From an optimization exercise on the open Yosys and OpenROAD flow, aimed at small area; shortcuts taken in it are not production practice. Function was checked by simulation only, so behaviour that the tests miss may differ from the original.

== lane 1 ==
==> flow/design.v (excerpt) <==
module mips_cpu (
    input  wire        clock,
    input  wire        reset,
    output wire [31:0] imem_addr,
    output wire        imem_en,
    input  wire [31:0] imem_rdata,
    output wire [31:0] dmem_addr,
    output wire [31:0] dmem_wdata,
    output wire        dmem_we,
    output wire        dmem_byte,
    output wire        dmem_half,
    input  wire [31:0] dmem_rdata,
    output wire        wb_we,
    output wire [4:0]  wb_rd,
    output wire [31:0] wb_data
);
reg  [31:0] pc;         
reg  [31:0] ir_d;       
reg         v_d;        
reg         sf_d;       
reg  [31:0] ir_x;       
reg         v_x;
reg         sf_x;
reg  [31:0] alu_m;      
reg  [31:0] sd_m;       
reg  [4:0]  rd_m;       
reg         rwe_m, dmwe_m, byte_m, half_m;
reg         ld_m, lb_m, lbu_m, lh_m, link_m;
reg  [31:0] data_w;
reg  [4:0]  rd_w;
reg         rwe_w, link_w;
wire        stall;
wire        do_branch;
wire [31:0] br_target;
wire [4:0]  wa_w = link_w ? 5'd31 : rd_w;
assign wb_we   = rwe_w;
assign wb_rd   = wa_w;
assign wb_data = data_w;
wire [31:0] pc4;
wire        pc4_co;
assign pc4[1:0] = pc[1:0];
mips_rca #(30) PCINC (.a(pc[31:2]), .b(30'h0), .ci(1'b1), .s(pc4[31:2]), .co(pc4_co));
assign imem_addr = pc;
assign imem_en   = ~stall;
always @(posedge clock) begin
    if (reset) begin
        pc   <= 32'h80020000;
        v_d  <= 1'b0;
        sf_d <= 1'b0;
    end else begin
        if (do_branch)   pc <= br_target;
        else if (!stall) pc <= pc4;
        if (!stall) begin
  ...
For scale: roughly 11,000 cells after synthesis, about 1,400 flip-flops, ~200 I/O pins, about 110,000 um2 of cells after synthesis.
Settings: LEC_CHECK=0, CAP_MARGIN=20, CELL_PAD_IN_SITES_DETAIL_PLACEMENT=1, CELL_PAD_IN_SITES_GLOBAL_PLACEMENT=2, CORE_MARGIN=2, CORE_UTILIZATION=35, CTS_BUF_LIST=sky130_fd_sc_hd__clkbuf_8, CTS_CLUSTER_DIAMETER=45, CTS_CLUSTER_SIZE=14, PLACE_DENSITY=0.5, SLEW_MARGIN=20; clock period 90.0 ns.
standard.sh (not shown) runs the stock make flow with config.mk's settings and CLKGATE_MAP_FILE= SYNTH_SCRIPT=/design/flow/synth_recipe.tcl, a recipe that flattens the netlist after the stock synthesis.
==> flow/flow/run.sh <==
#!/bin/bash
set -euo pipefail
export CTS_ARGS="-sink_clustering_enable -repair_clock_nets -sink_clustering_size 14 -sink_clustering_max_diameter 45 -buf_list sky130_fd_sc_hd__clkbuf_8 -dont_use_dummy_load"
export BUFFER_PORTS_ARGS="-buffer_cell sky130_fd_sc_hd__buf_1"
bash standard.sh > flow_make.log 2>&1
Lane 1: flow completed, timing, DRC and antenna clean
Here is what was changed in the inputs of lane 2 compared with lane 1.
==> flow/run.sh (new file) <==
#!/bin/bash
# synth_recipe.tcl (not shown) runs the flow's synth.tcl, then flattens the netlist and writes it again
# the make line also repeats each setting of config.mk as NAME=value (left out here)
make -C /OpenROAD-flow-scripts/flow DESIGN_CONFIG=/design/flow/config.mk WORK_HOME=/design/flow/orfs CLKGATE_MAP_FILE= SYNTH_SCRIPT=/design/flow/synth_recipe.tcl finish
-- flow/config.mk --
<<< lane 1, line 13
export CTS_BUF_LIST = sky130_fd_sc_hd__clkbuf_8
export CTS_CLUSTER_DIAMETER = 45
export CTS_CLUSTER_SIZE = 14
>>> lane 2, line 13
removed: flow/flow/run.sh
removed: flow/standard.sh
## What came out
- Between lane 1 and lane 2, met1 wire length increased.
- Compared with lane 1, in lane 2 design area has increased, hold slack has decreased, initial antenna violation count has increased, final-layout clock-cell area share has increased.
The following lists how lane 3 was set up differently from lane 2:
==> flow/flow/run.sh (new file) <==
#!/bin/bash
set -euo pipefail
export CTS_ARGS="-sink_clustering_enable -repair_clock_nets -dont_use_dummy_load"
export BUFFER_PORTS_ARGS="-buffer_cell sky130_fd_sc_hd__buf_1"
bash standard.sh > flow_make.log 2>&1
==> flow/standard.sh (new file) <==
#!/bin/bash
# synth_recipe.tcl (not shown) runs the flow's synth.tcl, then flattens the netlist and writes it again
# the make line also repeats each setting of config.mk as NAME=value (left out here)
make -C /OpenROAD-flow-scripts/flow DESIGN_CONFIG=/design/flow/config.mk WORK_HOME=/design/flow/orfs CLKGATE_MAP_FILE= SYNTH_SCRIPT=/design/flow/synth_recipe.tcl "${@:-finish}"
removed: flow/run.sh
## What came out
- The run showing the greater share of the core filled with cells is lane 2.
- Compared to lane 2, the router laid down less metal wire for lane 3.
- From lane 2 to lane 3 the numbers moved as follows: delay of the slowest cell on the worst path went down, clock-buffer cell count went down, critical path depth went up.
- Looking at sequential share of cell area, lane 3 sits 0.65 points above lane 2.
- Compared with lane 2, wire length of the first global-routing pass in lane 3 decreased slightly.

-- re-timing with driven ports --
No port has a modelled driver above. Below, the same layouts with a new extraction and two added sets of constraints.
Step 1: set_driving_cell puts a clkbuf_16 on clock and a buf_2 on each other input, an assumption about the parent block.
Step 2 adds t to the input delays and takes it off the output delays; t is the mean of the earliest and latest rising clock arrival at the registers after step 1. Input paths then give back, and output paths get back, about the clock's delay inside the block.
Three values: ideal, step 1, step 2; two values: the first two.
run	t, ns	slack for setup (ns)	worst setup path after step 2	latest minus earliest clock arrival (ns)
lane 1	1.195	10.934 / 10.934 / 10.934	register to register	0.298 / 0.299
lane 2	0.982	10.451 / 10.451 / 10.451	register to register	0.138 / 0.138
lane 3	0.978	10.559 / 10.559 / 10.559	register to register	0.147 / 0.148
After both steps setup and hold are still met in every run listed.
